Context: an optimization exercise on an open-source flow, tuned for small area, a short achievable clock period and few clock cycles. The choices shown serve that exercise and are no tape-out recipe. Where RTL was checked, it was by simulation tests only, not by an equivalence proof against the original. Power and IR drop assume default switching activity.

Setup of run A:
## LCD_CTRL
module LCD_CTRL (
  input              clk,
  input              reset,
  input        [3:0] cmd,
  input              cmd_valid,
  input        [7:0] IROM_Q,
  output logic       IROM_rd,
  output logic [5:0] IROM_A,
  output logic       IRAM_valid,
  output logic [7:0] IRAM_D,
  output logic [5:0] IRAM_A,
  output logic       busy,
  output logic       done
);
For scale: about 2,300 cells after synthesis, roughly 680 flip-flops, ~39 I/O pins.
clock: 12.0 ns
lec_check: 0
cap_margin: 20
core_margin: 2
core_utilization: 50
cts_buf_list: sky130_fd_sc_hd__clkbuf_8
slew_margin: 20
standard.sh (not shown) runs the stock make flow with config.mk's settings and CLKGATE_MAP_FILE= SYNTH_SCRIPT=/design/flow/synth_recipe.tcl, a recipe that flattens the netlist after the stock synthesis.
==> flow/flow/run.sh <==
#!/bin/bash
# Standard layout, with plain port buffers and timing repair aiming past the clock period.
set -euo pipefail
bash standard.sh SETUP_SLACK_MARGIN=8.2 "BUFFER_PORTS_ARGS=-buffer_cell sky130_fd_sc_hd__buf_4" finish > make.log 2>&1
Testbench counts of run A, summed over its fixed seeds: cycles 5,676.
Here is what was changed in the inputs of run B compared with run A.
Settings: swapping 50 for 25 in CORE_UTILIZATION; clearing CTS_BUF_LIST, which used to be sky130_fd_sc_hd__clkbuf_8.
==> flow/run.sh (new file) <==
#!/bin/bash
# synth_recipe.tcl (not shown) runs the flow's synth.tcl, then flattens the netlist and writes it again
# the make line also repeats each setting of config.mk as NAME=value (left out here)
make -C /OpenROAD-flow-scripts/flow DESIGN_CONFIG=/design/flow/config.mk WORK_HOME=/design/flow/orfs CLKGATE_MAP_FILE= SYNTH_SCRIPT=/design/flow/synth_recipe.tcl finish
removed: flow/flow/run.sh
removed: flow/standard.sh
## What came out
Delta (run B minus run A): cell count along the critical path higher; post-CTS setup buffer count lower.
Relative to run A, part of the power in the clock network increased by 3.2 points in run B.
Looking at total power across run B and run A, the one that comes out higher is run B.
Compared with run A, in run B final-layout clock buffer total shrank by 26%, finished layout cell area rose by 2.2%.
Of the two values seen for library cell contributing the largest single delay on the critical path, sky130_fd_sc_hd__dfrtp_2 was produced by run B and sky130_fd_sc_hd__dfstp_4 by run A.
> inputs changed (run B -> run C)
Settings: swapping 25 for 50 in CORE_UTILIZATION.
==> flow/flow/run.sh (new file) <==
#!/bin/bash
# Standard layout, with timing repair aiming past the clock period.
set -euo pipefail
bash standard.sh SETUP_SLACK_MARGIN=8.5 finish > make.log 2>&1
==> flow/standard.sh (new file) <==
#!/bin/bash
# synth_recipe.tcl (not shown) runs the flow's synth.tcl, then flattens the netlist and writes it again
# the make line also repeats each setting of config.mk as NAME=value (left out here)
make -C /OpenROAD-flow-scripts/flow DESIGN_CONFIG=/design/flow/config.mk WORK_HOME=/design/flow/orfs CLKGATE_MAP_FILE= SYNTH_SCRIPT=/design/flow/synth_recipe.tcl "${@:-finish}"
removed: flow/run.sh
The run showing the smaller combinational power is run B. When run C is set beside run B, its core utilization of the finished layout turns out to be 32 points larger. Re transition time of the tightest slew-check pin: run B and run C aren't equal, and the lower value belongs to run C. Data-path buffer share of cell area in the final layout | run C above run B. Cell area | run C vs run B | run C larger. In the flow results for run B and run C, the number of setup buffers added after CTS is larger on run C. Run C vs. run B: combinational fraction of design power rose by 6.8 points, signal arrival time at the worst endpoint decreased 3790 ps, total of clock buffers placed in the layout decreased 2.
The following lists how run D was set up differently from run C:
==> flow/flow/run.sh <==
#!/bin/bash
# Standard layout, with plain port buffers and timing repair aiming past the clock period.
set -euo pipefail
bash standard.sh SETUP_SLACK_MARGIN=8.2 "BUFFER_PORTS_ARGS=-buffer_cell sky130_fd_sc_hd__buf_4" finish > make.log 2>&1
Results
Relative to run C, final routed wire length divided by cell count decreased by about 4% in run D.
Run D vs. run C: clock-buffer cell count rose by about 10%; maximum level of the CTS H-tree stayed essentially flat; final cycle utilization of the critical path rose by 0.16 points; critical path depth stayed essentially flat.
Run D: all stages complete, timing, DRC and antenna checks passed
Taking run C as the reference, in run D setup slack after layout decreased 19 ps, power decreased about 9%, final area decreased about 5.5%, average vias per placed instance decreased about 0.7%.
Here is what was changed in the inputs of run E compared with run D.
Settings: CTS_CLUSTER_SIZE: unset -> 30.
==> flow/flow/run.sh <==
#!/bin/bash
# Standard layout, with plain port buffers and timing repair aiming past the clock period.
set -euo pipefail
bash standard.sh SETUP_SLACK_MARGIN=8.7 "BUFFER_PORTS_ARGS=-buffer_cell sky130_fd_sc_hd__buf_4" finish > make.log 2>&1
Notes after the runs:
As far as final hold slack is concerned, run D and run E perform about the same.
In the flow results for run E and run D, the power is larger on run E.
Wire length of the first global-routing pass, run E and run D, lower one = run D.
Compared with run D, area of combinational cells with multiple inputs in run E increased by a little under 10%.
Going from run D to run E, worst slew margin relative to its limit moved down, final area moved up.
Relative to run D, the proportion of layout cells with a drive suffix above 1 of run E is higher by 11 points.
Final HPWL from detailed placement of run E is on par with run D.
Cell area power density in run E is 5.1% higher than in run D

---

Another version of the RTL of LCD_CTRL (not shown whole).
Size: roughly 2200 cells after synthesis, ~670 flip-flops, ~39 I/O pins, ~30000 sq um of cells after synthesis.
export LEC_CHECK = 0
export CAP_MARGIN = 20
export CORE_MARGIN = 2
export CORE_UTILIZATION = 60
export SLEW_MARGIN = 20
create_clock -name core_clock -period 12.0 [get_ports {clk}]
run.sh (not shown) runs the stock make flow with config.mk's settings and CLKGATE_MAP_FILE= SYNTH_SCRIPT=/design/flow/synth_recipe.tcl, a recipe that flattens the netlist after the stock synthesis.
Stock flow here: none of the scripts above is used.
The starting point ran to the end with no violations.
==> next run, changes <==
- CORE_UTILIZATION: 60 -> 25
What happened: Die area rises by 140%; power barely changes; non-clock buffer count rises by 8.
No run of this note included a check of the RTL's function; only the layout flow was run.

---

Setup of try-xenon:
Another version of the RTL of LCD_CTRL (not shown whole).
For scale: about 30,000 um^2 of cells after synthesis.
==> flow/config.mk <==
export PLATFORM = sky130hd
export DESIGN_NAME = LCD_CTRL
export DESIGN_NICKNAME = LCD_CTRL
export VERILOG_FILES = /design/flow/design.v
export SDC_FILE = /design/flow/constraint.sdc
export NUM_CORES = 8
export LEC_CHECK = 0
export CAP_MARGIN = 20
export CORE_MARGIN = 2
export CORE_UTILIZATION = 50
export CTS_BUF_LIST = sky130_fd_sc_hd__clkbuf_8 sky130_fd_sc_hd__clkbuf_16
export CTS_CLUSTER_DIAMETER = 120
export CTS_CLUSTER_SIZE = 25
export SLEW_MARGIN = 20
==> flow/constraint.sdc <==
create_clock -name core_clock -period 12.0 [get_ports {clk}]
set_input_delay 2.4000 -clock core_clock [delete_from_list [all_inputs] [get_ports {clk}]]
set_output_delay 2.4000 -clock core_clock [all_outputs]
set_load 0.01 [all_outputs]
standard.sh (not shown) runs the stock make flow with config.mk's settings and CLKGATE_MAP_FILE= SYNTH_SCRIPT=/design/flow/synth_recipe.tcl, a recipe that flattens the netlist after the stock synthesis.
==> flow/flow/run.sh <==
#!/bin/bash
# Standard layout, with plain port buffers and timing repair aiming past the clock period.
set -euo pipefail
bash standard.sh SETUP_SLACK_MARGIN=8.4 "BUFFER_PORTS_ARGS=-buffer_cell sky130_fd_sc_hd__buf_4" finish > make.log 2>&1
Testbench counts of try-xenon, summed over its fixed seeds: cycles 5,572.
Input changes introduced in try-yarrow (baseline for comparison: try-xenon):
Settings: CTS_BUF_LIST removed (was sky130_fd_sc_hd__clkbuf_8 sky130_fd_sc_hd__clkbuf_16).
==> flow/flow/run.sh <==
#!/bin/bash
# Standard layout, with plain port buffers and timing repair aiming past the clock period.
set -euo pipefail
bash standard.sh SETUP_SLACK_MARGIN=8.4 "BUFFER_PORTS_ARGS=-buffer_cell sky130_fd_sc_hd__buf_2" finish > make.log 2>&1
Notes after the runs:
Changes observed in try-yarrow relative to try-xenon: power per standard cell area flat, post-route clock period utilization level, shortest clock period the worst path allows after layout went up 0.0068 ns.
[compare] base=try-xenon new=try-yarrow: clock power closely matched the old numbers; design area decreased by about 0.44% relative to the old numbers; post-layout total power decreased by 0.34% relative to the old numbers; share of cell area taken by multi-input logic gates increased by 0.19 points relative to the old numbers; length in cells of the worst reg-to-reg path decreased by 2 relative to the old numbers.
Between try-yarrow and try-xenon, the total wire length after detailed routing figures differ only marginally.
Taking try-xenon as the reference, in try-yarrow setup slack -0.0068 ns, setup TNS comparable.
### try-yarrow -> try-maple
==> flow/flow/run.sh <==
#!/bin/bash
# Standard layout, with plain port buffers and timing repair aiming past the clock period.
set -euo pipefail
bash standard.sh SETUP_SLACK_MARGIN=8.5 "BUFFER_PORTS_ARGS=-buffer_cell sky130_fd_sc_hd__buf_4" finish > make.log 2>&1
### Flow results
Status: post-placement cell count parity (try-maple, try-yarrow). Row buffer share of cell area: try-maple higher / try-yarrow lower. Est. power | try-maple vs try-yarrow | try-maple higher. Re combinational group power: try-yarrow and try-maple aren't equal, and the higher value belongs to try-maple. Between try-maple and try-yarrow, the sequential power does not differ in any meaningful way. | post-route cell area | lower: try-yarrow |. Compared with try-yarrow, try-maple improves worst hold slack.
### try-maple -> try-violet
==> flow/flow/run.sh <==
#!/bin/bash
# Standard layout with plain port buffers, timing repair aiming past the
# clock period, and adders left to ABC instead of full-adder cells.
set -euo pipefail
bash standard.sh SETUP_SLACK_MARGIN=8.4 "BUFFER_PORTS_ARGS=-buffer_cell sky130_fd_sc_hd__buf_4" ADDER_MAP_FILE= finish > make.log 2>&1
Findings:
try-maple: PASS, flow complete, no timing, DRC or antenna violations
try-violet ended with every stage complete and zero timing, DRC or antenna violations.
try-violet against try-maple: synthesized instance count now larger, wire length of the first global-routing pass now larger, number of multi-input combinational cells now larger.
Looking at try-maple and try-violet, the clock network contribution to total cell area is a wash.
try-violet — global-route usage 0.77 points higher, try-maple as reference
Run comparison: try-violet startpoint of the worst setup timing path cmd[2]; try-maple startpoint of the worst setup timing path IROM_A[5]
Delta (try-violet minus try-maple): average cell area after synthesis moved down; layout overhead on the synthesized area moved up; required time at the endpoint of the critical path moved up; clock latency on the worst-skew pair level.

[afterwards: timing with drivers on the ports]
In the flow no input, the clock included, has a driving cell. The finished layouts below were timed again as built, in two steps.
Step 1, drivers: a clkbuf_16 drives clk and a buf_2 each remaining input, both assumed.
Step 2, shift: input delay + t, output delay - t, t = (earliest + latest rising clock arrival at the registers) / 2. This alone moves slack from input paths to output paths.
Slacks: ideal / step 1 / step 2; pairs: ideal / step 1.
run	t, ns	setup slack, ns	worst setup path after step 2	clock arrival spread, ns	slew at the worst register clock pin (ns)
run A	0.764	8.166 / 8.104 / 7.590	input to register	0.051 / 0.051	0.07 / 0.07
run B	0.689	7.240 / 7.240 / 6.946	input to register	0.035 / 0.035	0.07 / 0.07
run C	0.687	8.241 / 8.178 / 7.947	input to register	0.028 / 0.028	0.07 / 0.07
run D	0.686	8.223 / 8.161 / 7.721	input to register	0.032 / 0.032	0.07 / 0.07
run E	0.681	8.248 / 8.188 / 8.045	input to register	0.022 / 0.022	0.07 / 0.07
the first run of note 2	0.675	7.132 / 7.132 / 7.132	register to register	0.022 / 0.022	0.07 / 0.07
the second run of note 2	0.668	7.014 / 7.014 / 7.014	register to register	0.043 / 0.043	0.06 / 0.06
try-xenon	0.707	8.361 / 8.299 / 7.813	input to register	0.046 / 0.045	0.11 / 0.11
try-yarrow	0.697	8.354 / 8.294 / 7.832	input to register	0.034 / 0.034	0.12 / 0.12
try-maple	0.702	8.368 / 8.306 / 7.871	input to register	0.031 / 0.031	0.11 / 0.11
try-violet	0.711	8.052 / 8.076 / 7.365	input to register	0.024 / 0.024	0.11 / 0.11
After both steps setup and hold are still met in every run listed. The setup slack of try-violet, which loses most, moves by +0.024 ns with the drivers and by -0.687 ns with both steps.
